From an optimization exercise on the open Yosys and OpenROAD flow, aimed at small area, a short achievable clock period and few clock cycles; shortcuts taken in it are not production practice. Where RTL was checked, it was by simulation tests only, not by an equivalence proof against the original. Power and IR drop assume default switching activity.

==> inputs of v31 <==
==> flow/design.v <==
`timescale 1ns/10ps
module LBP(
	clk,
	reset,
	gray_addr,
	gray_req,
	gray_ready,
	gray_data,
	lbp_addr,
	lbp_valid,
	lbp_data,
	finish
);
input clk;
input reset;
input gray_ready;
input [7:0] gray_data;
output [13:0] gray_addr;
output reg gray_req;
output reg [13:0] lbp_addr;
output reg lbp_valid;
output reg [7:0] lbp_data;
output reg finish;
localparam S  = 8;         
localparam H  = S - 2;     
localparam IW = 3;         
reg [6:0] row;
reg [6:0] col;
reg [IW-1:0] ri;           
assign gray_addr = {row, col};
wire run      = gray_ready & ~finish;
wire col_end  = (ri == S-1);
wire last     = col_end & (col == 7'd127) & (row == 7'd127);
always @(posedge clk or posedge reset) begin
	if (reset) begin
		row <= 7'd0;
		col <= 7'd0;
		ri  <= {IW{1'b0}};
	end
	else if (run) begin
		if (col_end) begin
			ri  <= {IW{1'b0}};
			col <= col + 7'd1;
			if (col == 7'd127) row <= row - 7'd1;           
			else               row <= row - (S - 1);       
		end
		else begin
			ri  <= ri + 1'b1;
			row <= row + 7'd1;
		end
	end
end
reg [7:0] p [1:S+1];
integer k;
always @(posedge clk) begin
	p[1] <= gray_data;
	for (k = 2; k <= S + 1; k = k + 1) p[k] <= p[k-1];
end
wire [7:0] x = gray_data;
function ge8;
	input [7:0] a;
	input [7:0] b;
	integer j;
	reg r;
	begin
		r = 1'b1;
		for (j = 0; j < 8; j = j + 1)
			r = (a[j] & ~b[j]) | (a[j] & r) | (~b[j] & r);
		ge8 = r;
	end
endfunction
wire n_up = ge8(p[1], x);    
wire n_dl = ge8(p[S-1], x);    
wire n_l = ge8(p[S], x);    
wire n_ul = ge8(p[S+1], x);    
wire c_up = ge8(x, p[1]);      
wire c_dl = ge8(x, p[S-1]);    
wire c_l = ge8(x, p[S]);      
wire c_ul = ge8(x, p[S+1]);    
reg [3:0] q1;
reg [4:0] qm [2:S-1];
reg [5:0] qs;
reg [6:0] qs1;
always @(posedge clk) begin
	q1 <= {n_dl, n_l, n_up, n_ul};
	qm[2] <= {c_up, q1};
	for (k = 3; k <= S - 1; k = k + 1) qm[k] <= qm[k-1];
	qs  <= {c_dl, qm[S-1]};
	qs1 <= {c_l, qs};
end
wire [7:0] code = {c_ul, qs1[4], qs1[3], qs1[6], qs1[2], qs1[5], qs1[1], qs1[0]};
always @(posedge clk) begin
	lbp_data <= code;
	lbp_addr <= {row - 7'd1, col - 7'd1};
end
always @(posedge clk or posedge reset) begin
	if (reset) begin
		lbp_valid <= 1'b0;
		finish    <= 1'b0;
		gray_req  <= 1'b1;
	end
	else begin
		lbp_valid <= run & (ri >= 2) & (col >= 7'd2);
		if (run & last) begin
			finish   <= 1'b1;
			gray_req <= 1'b0;
		end
	end
end
endmodule
==> flow/run.sh <==
#!/bin/bash
# synth_recipe.tcl (not shown) runs the flow's synth.tcl, then flattens the netlist and writes it again
# the make line also repeats each setting of config.mk as NAME=value (left out here)
make -C /OpenROAD-flow-scripts/flow DESIGN_CONFIG=/design/flow/config.mk WORK_HOME=/design/flow/orfs CLKGATE_MAP_FILE= SYNTH_SCRIPT=/design/flow/synth_recipe.tcl finish
==> flow/config.mk <==
export PLATFORM = sky130hd
export DESIGN_NAME = LBP
export DESIGN_NICKNAME = LBP
export VERILOG_FILES = /design/flow/design.v
export SDC_FILE = /design/flow/constraint.sdc
export NUM_CORES = 4
export LEC_CHECK = 0
export CAP_MARGIN = 20
export CORE_MARGIN = 2
export CORE_UTILIZATION = 65
export SETUP_SLACK_MARGIN = 3
export SLEW_MARGIN = 20
==> flow/constraint.sdc <==
create_clock -name core_clock -period 5.0 [get_ports {clk}]
set_input_delay 1.0000 -clock core_clock [delete_from_list [all_inputs] [get_ports {clk}]]
set_output_delay 1.0000 -clock core_clock [all_outputs]
set_load 0.01 [all_outputs]
==> v37: changes against v31 <==
==> flow/design.v (replaced) <==
`timescale 1ns/10ps
module LBP(
	clk,
	reset,
	gray_addr,
	gray_req,
	gray_ready,
	gray_data,
	lbp_addr,
	lbp_valid,
	lbp_data,
	finish
);
input clk;
input reset;
input gray_ready;
input [7:0] gray_data;
output [13:0] gray_addr;
output reg gray_req;
output reg [13:0] lbp_addr;
output reg lbp_valid;
output reg [7:0] lbp_data;
output reg finish;
localparam S  = 8;         
localparam H  = S - 2;     
localparam IW = 3;         
reg [6:0] row;
reg [6:0] col;
reg [IW-1:0] ri;           
assign gray_addr = {row, col};
wire col_end = (ri == S-1);
wire last    = (col == 7'd127) & (row == 7'd127);    
reg run;
always @(posedge clk) begin
	if (~run) begin
		row <= 7'd0;
		col <= 7'd0;
		ri  <= {IW{1'b0}};
	end
	else begin
		ri <= ri + 1'b1;                                    
		if (col_end) begin
			col <= col + 7'd1;
			if (col == 7'd127) row <= row - 7'd1;           
			else               row <= row - (S - 1);       
		end
		else row <= row + 7'd1;
	end
end
reg [7:0] p [1:S+1];
integer k;
always @(posedge clk) begin
	p[1] <= gray_data;
	for (k = 2; k <= S + 1; k = k + 1) p[k] <= p[k-1];
end
function ge8;
	input [7:0] a;
	input [7:0] b;
	integer j;
	reg r;
	begin
		r = 1'b1;
		for (j = 0; j < 8; j = j + 1)
			r = (a[j] & ~b[j]) | (a[j] & r) | (~b[j] & r);
		ge8 = r;
	end
endfunction
function [1:0] cmp8;
	input [7:0] a;
	input [7:0] b;
	integer j, w;
	reg [7:0] g, l;
	begin
		g = a & ~b;                
		l = ~a & b;                
		for (w = 1; w < 8; w = w * 2)
			for (j = 7; j >= 0; j = j - 2 * w) begin
				g[j] = g[j] | (~l[j] & g[j-w]);
				l[j] = l[j] | (~g[j] & l[j-w]);
			end
		cmp8 = {~l[7], ~g[7]};
	end
endfunction
wire [7:0] x = gray_data;
wire [7:0] c = p[S+1];
wire c_dr, x_ul;
assign {c_dr, x_ul} = cmp8(x, c);   
wire c_r   = ge8(p[1], c);     
wire c_ur  = ge8(p[2], c);     
wire c_d   = ge8(p[S], c);     
wire r_l   = ge8(c, p[1]);     
wire ur_dl = ge8(c, p[2]);     
wire d_u   = ge8(c, p[S]);     
reg       q1;
reg [1:0] q2;
reg [2:0] qm [3:S];
reg [3:0] qs1;
always @(posedge clk) begin
	q1    <= x_ul;
	q2    <= {r_l, q1};
	qm[3] <= {ur_dl, q2};
	for (k = 4; k <= S; k = k + 1) qm[k] <= qm[k-1];
	qs1   <= {d_u, qm[S]};
end
wire [7:0] code = {c_dr, c_d, qs1[2], c_r, qs1[1], c_ur, qs1[3], qs1[0]};
always @(posedge clk) begin
	lbp_data <= code;
	lbp_addr <= {row - 7'd1, col - 7'd1};
end
always @(posedge clk or posedge reset) begin
	if (reset) begin
		lbp_valid <= 1'b0;
		finish    <= 1'b0;
		gray_req  <= 1'b0;
		run       <= 1'b0;
	end
	else begin
		gray_req  <= gray_ready;
		run       <= gray_ready & ~finish;
		lbp_valid <= run & ~finish & (ri >= 2) & (col >= 7'd2);
		if (run & last) finish <= 1'b1;
	end
end
endmodule
==> flow/flow/run.sh (new file) <==
#!/bin/bash
# Standard ORFS flow, with port buffers and timing repair free to use any
# buffer/gate size instead of only same-footprint swaps, and a clock tree
# built without dummy balancing loads.
set -euo pipefail
export CTS_ARGS="-sink_clustering_enable -repair_clock_nets -buf_list sky130_fd_sc_hd__clkbuf_8 -root_buf sky130_fd_sc_hd__clkbuf_16 -dont_use_dummy_load"
bash standard.sh MATCH_CELL_FOOTPRINT=0 "BUFFER_PORTS_ARGS=-buffer_cell sky130_fd_sc_hd__buf_1" finish > standard_flow.log 2>&1
==> flow/standard.sh (new file) <==
#!/bin/bash
# synth_recipe.tcl (not shown) runs the flow's synth.tcl, then flattens the netlist and writes it again
# the make line also repeats each setting of config.mk as NAME=value (left out here)
make -C /OpenROAD-flow-scripts/flow DESIGN_CONFIG=/design/flow/config.mk WORK_HOME=/design/flow/orfs CLKGATE_MAP_FILE= SYNTH_SCRIPT=/design/flow/synth_recipe.tcl "${@:-finish}"
- CTS_BUF_LIST: default -> sky130_fd_sc_hd__clkbuf_8
removed: flow/run.sh
==> v10: changes against v31 <==
==> flow/design.v (replaced) <==
`timescale 1ns/10ps
module LBP( 
	clk, 
	reset, 
	gray_addr, 
	gray_req, 
	gray_ready, 
	gray_data, 
	lbp_addr, 
	lbp_valid, 
	lbp_data, 
	finish
);
input clk;
input reset;
input gray_ready;
input [7:0] gray_data;
output reg [13:0] gray_addr;
output reg gray_req;
output reg [13:0] lbp_addr;
output reg lbp_valid;
output reg [7:0] lbp_data;
output reg finish;
reg [2:0] state;
reg [2:0] n_state;
parameter IDLE   = 3'b000;
parameter MASK   = 3'b001;
parameter INPUT  = 3'b010;  
parameter LBP    = 3'b011;
parameter OUTPUT = 3'b100;
parameter FINISH = 3'b101;
wire in_ready;
reg valid_flag;
reg [3:0] in_cnt;
reg [13:0] axis;
reg [13:0] axis_X, axis_Y;
reg [13:0] c [0:8];  
reg [7:0] in_data [0:8];
reg [7:0] T0, T1, T2, T3, T5, T6, T7, T8;
reg [7:0] M0, M1, M2, M3, M5, M6, M7, M8;
reg [2:0] test;
reg [2:0] test1;
reg [2:0] test2;
integer i;
always @(posedge clk or posedge reset) begin
	if (reset) begin
		state <= 0;		
	end
	else begin
		state <= n_state;
	end
end
always @(*) begin
	case(state)
         IDLE: begin
            if (gray_ready) n_state = MASK;
            else n_state = state;
         end
         MASK: begin
         	n_state = INPUT;
         end
         INPUT: begin
         	if (in_ready) n_state = LBP;
         	else n_state = state;
         end
         LBP: begin
         	if (valid_flag) n_state = OUTPUT;
         	else n_state = state;
         end
         OUTPUT: begin
         	if (finish) n_state = FINISH;
         	else if (!lbp_valid) n_state = MASK;
         	else n_state = state;
         end
         FINISH: begin
         	n_state = FINISH;
         end
         default: begin
         	n_state = state;
         end
    endcase
end
always @(posedge clk or posedge reset) begin
	if (reset) begin
		gray_req <= 0;
	end
	else if (n_state == INPUT) begin
		gray_req <= 1;
	end
	else begin
		gray_req <= 0;
	end
end
always @(posedge clk or posedge reset) begin
	if (reset) begin
		in_cnt <= 0;
	end
	else begin
		case(state)
		     INPUT: begin
		     	if (in_cnt < 10) in_cnt <= in_cnt + 1;
 		        else in_cnt <= in_cnt;;
		     end
		     OUTPUT: begin
		     	in_cnt <= 0;
		     end
		     default: begin
		     	in_cnt <= in_cnt;
		     end
		endcase
	end
end
assign in_ready = (in_cnt == 9) ? 1 : 0;
always @(posedge clk or posedge reset) begin
	if (reset) begin
		axis_X <= 1;
		axis_Y <= 0;
	end 
	else begin
        case(state) 
             MASK: begin
             	if (axis_Y == 126) begin
             		axis_Y <= 1;
             		if (axis_X == 126) begin
             			axis_X <= 1;
             		end
             		else begin
             			axis_X <= axis_X + 1;
             		end
             	end
             	else begin
             	    axis_X <= axis_X;
             		axis_Y <= axis_Y + 1;
             	end
             end
             default: begin
             	    axis_X <= axis_X;
             	    axis_Y <= axis_Y;
             end
        endcase
	end
end
always @(posedge clk or posedge reset) begin
	if (reset) begin
		axis <= 0;	
	end
	else begin
		axis <= axis_Y + axis_X * 128;
	end
end
always @(*) begin
	c[4] = axis_Y + axis_X * 128;
	c[0] = c[4] - 129;
	c[1] = c[4] - 128;
	c[2] = c[4] - 127;
	c[3] = c[4] - 1;
	c[5] = c[4] + 1;
	c[6] = c[4] + 127;
	c[7] = c[4] + 128;
	c[8] = c[4] + 129;
end
always @(posedge clk or posedge reset) begin
 	if (reset) begin
 		gray_addr <= 14'd0;
 	end
 	else begin
 		case(state)
             INPUT: begin
             	if (in_cnt <= 8) gray_addr <= c[in_cnt];
             end
             default: begin
             	gray_addr <= gray_addr;
             end
 		endcase
 	end
 end
always @(posedge clk or posedge reset) begin
  	if (reset) begin
  		for(i = 0; i < 9; i = i + 1) begin
  			in_data[i] <= 8'd0;
  		end
  	end
  	else begin
  		in_data[in_cnt - 1] <= gray_data;  
  	end
end 
always @(*) begin
	T0 = (in_data[0] >= in_data[4]) ? 1 : 0;
	T1 = (in_data[1] >= in_data[4]) ? 1 : 0;
	T2 = (in_data[2] >= in_data[4]) ? 1 : 0;
	T3 = (in_data[3] >= in_data[4]) ? 1 : 0;
	T5 = (in_data[5] >= in_data[4]) ? 1 : 0;
	T6 = (in_data[6] >= in_data[4]) ? 1 : 0;
	T7 = (in_data[7] >= in_data[4]) ? 1 : 0;
	T8 = (in_data[8] >= in_data[4]) ? 1 : 0;
end
always @(*) begin
	M0 = T0;
	M1 = T1 << 1;
	M2 = T2 << 2;
	M3 = T3 << 3;
	M5 = T5 << 4;
	M6 = T6 << 5;
	M7 = T7 << 6;
	M8 = T8 << 7;
end
always @(posedge clk or posedge reset) begin
	if (reset) begin
		lbp_data <= 8'd0;	
	end
	else begin
		case(state)
             LBP: begin
             	lbp_data <= M0 + M1 + M2 + M3 + M5 + M6 + M7 + M8;
             end
             default: begin
             	lbp_data <= lbp_data;
             end
		endcase
	end
end
always @(posedge clk or posedge reset) begin
 	if (reset) begin
 		lbp_addr <= 14'd0;
 	end
 	else begin
 		case(state)
             INPUT: begin
             	lbp_addr <= axis;
             end
             default: begin
             	lbp_addr <= lbp_addr;
             end
 		endcase
 	end
 end
always @(posedge clk or posedge reset) begin
	if (reset) begin
		valid_flag <= 0;
	end
	else begin
		case(state)
             LBP: begin
             	valid_flag <= ~ valid_flag; 
             end
             default: begin
             	valid_flag <= valid_flag;
             end
		endcase
	end
end
always @(posedge clk or posedge reset) begin
 	if (reset) begin
 		lbp_valid <= 0;
 	end
 	else if (state == LBP && valid_flag) begin
 		lbp_valid <= 1;
 	end
 	else begin
 		lbp_valid <= 0;
 	end
end
always @(posedge clk or posedge reset) begin
	if (reset) begin
		finish <= 0; 
	end
	else if (state == LBP && valid_flag && axis == 16254) begin
		finish <= 1;
	end
	else begin
		finish <= finish;
	end
end
endmodule
- CORE_UTILIZATION: 65 -> 40
- SETUP_SLACK_MARGIN: 3 -> default
==> summary of the runs <==
v31 passed the timing, design-rule and antenna checks. v10 ran to the end with no violations. v37 finished clean. The die area of v10 is 2.8 times that of v31. The highest first-iteration DRC count belongs to v10, the lowest to v37. The highest register-to-register slack belongs to v37, the lowest to v10. Cell count: v37 < v31 < v10. Worst setup slack: v37 is higher than v10 (1.5 ns). Critical path depth, lowest first: v31, v37, v10. Count of clock-buffer cells in the layout is the same in v31 and v37. Synthesized area: v10 > v31 > v37. Sequential share of layout area: v31 is lower than v37 (4.8 points).
==> figures <==
Result of the run: v31 complete, no violations; v37 complete, no violations; v10 complete, no violations
Sequential fraction of total cell area: v31 53.6%; v37 58.4%; v10 38.9%
Rows: v31 31; v37 29; v10 54
Floorplan Core Area: v31 7330 sq um; v37 6390 sq um; v10 21800 sq um
Wire length reported by the detailed router: v31 10.1 mm; v37 6.61 mm; v10 18.6 mm
Buffer share of cell area: v31 9.32%; v37 4.08%; v10 5.27%
Maximum vdd ir drop: v31 0.386 mV; v37 0.344 mV; v10 0.251 mV
Register-to-register setup slack: v31 3.01 ns; v37 3.03 ns; v10 1.54 ns
Clock latency on the worst-skew pair: v31 0.51 ns; v37 0.35 ns; v10 0.43 ns
Min cycle time layout: v31 2.15 ns; v37 1.97 ns; v10 3.46 ns
Initial Util: v31 67.8%; v37 67.4%; v10 40.8%
Met3 Resource Use GR: v31 5.89%; v37 8.56%; v10 3.06%
Post-synthesis sequential area ratio: v31 66.8%; v37 65.5%; v10 45.3%
Critical path capture point: v31 gray_req; v37 lbp_data[2]; v10 gray_addr[13]
Setup crit end kind: v31 output port; v37 flip-flop; v10 flip-flop
Fraction of power consumed by the clock network: v31 33.9%; v37 31.9%; v10 20.6%
Die Ht: v31 91.5 um; v37 85.4 um; v10 153 um
Wire length per cell: v31 16.6 um; v37 13.0 um; v10 15.9 um
Clock network area share: v31 8.98%; v37 5.03%; v10 6.16%
Testbench counts of v37, summed over its fixed seeds: cycles 64,518.
Testbench counts of v10, summed over its fixed seeds: cycles 714,420.
The RTL of v31 was laid out without a check of its function.

[afterwards: timing with drivers on the ports]
The flow's constraints put no driver on any port. The routed layouts listed below were extracted and timed again, unchanged, in two steps. Step 1 (the two cells are an assumption about what drives the block):
set clk [get_ports {clk}]
set_driving_cell -lib_cell sky130_fd_sc_hd__clkbuf_16 $clk
set_driving_cell -lib_cell sky130_fd_sc_hd__buf_2 [delete_from_list [all_inputs] $clk]
Step 2 times the ports against the registers' clock, not the clock port: input delays grow and output delays shrink by t, the midpoint of the rising clock arrivals with the driver on. Three values: ideal ports, drivers, drivers and shift; two values: the first two.
| run | t, ns | setup WS [ns] | hold WS [ns] | slew at the worst register clock pin (ns) |
|---|---|---|---|---|
| v31 | 0.534 | 2.851 / 2.825 / 2.477 | 0.325 / 0.325 / 0.325 | 0.07 / 0.07 |
| v37 | 0.378 | 3.031 / 3.019 / 2.709 | 0.313 / 0.313 / 0.313 | 0.07 / 0.07 |
| v10 | 0.465 | 1.539 / 1.539 / 1.539 | 0.479 / 0.479 / 0.479 | 0.07 / 0.07 |
After both steps every run listed still meets setup and hold. For v31, which loses most, drivers alone change the setup slack by -0.026 ns; drivers and shift together by -0.374 ns.
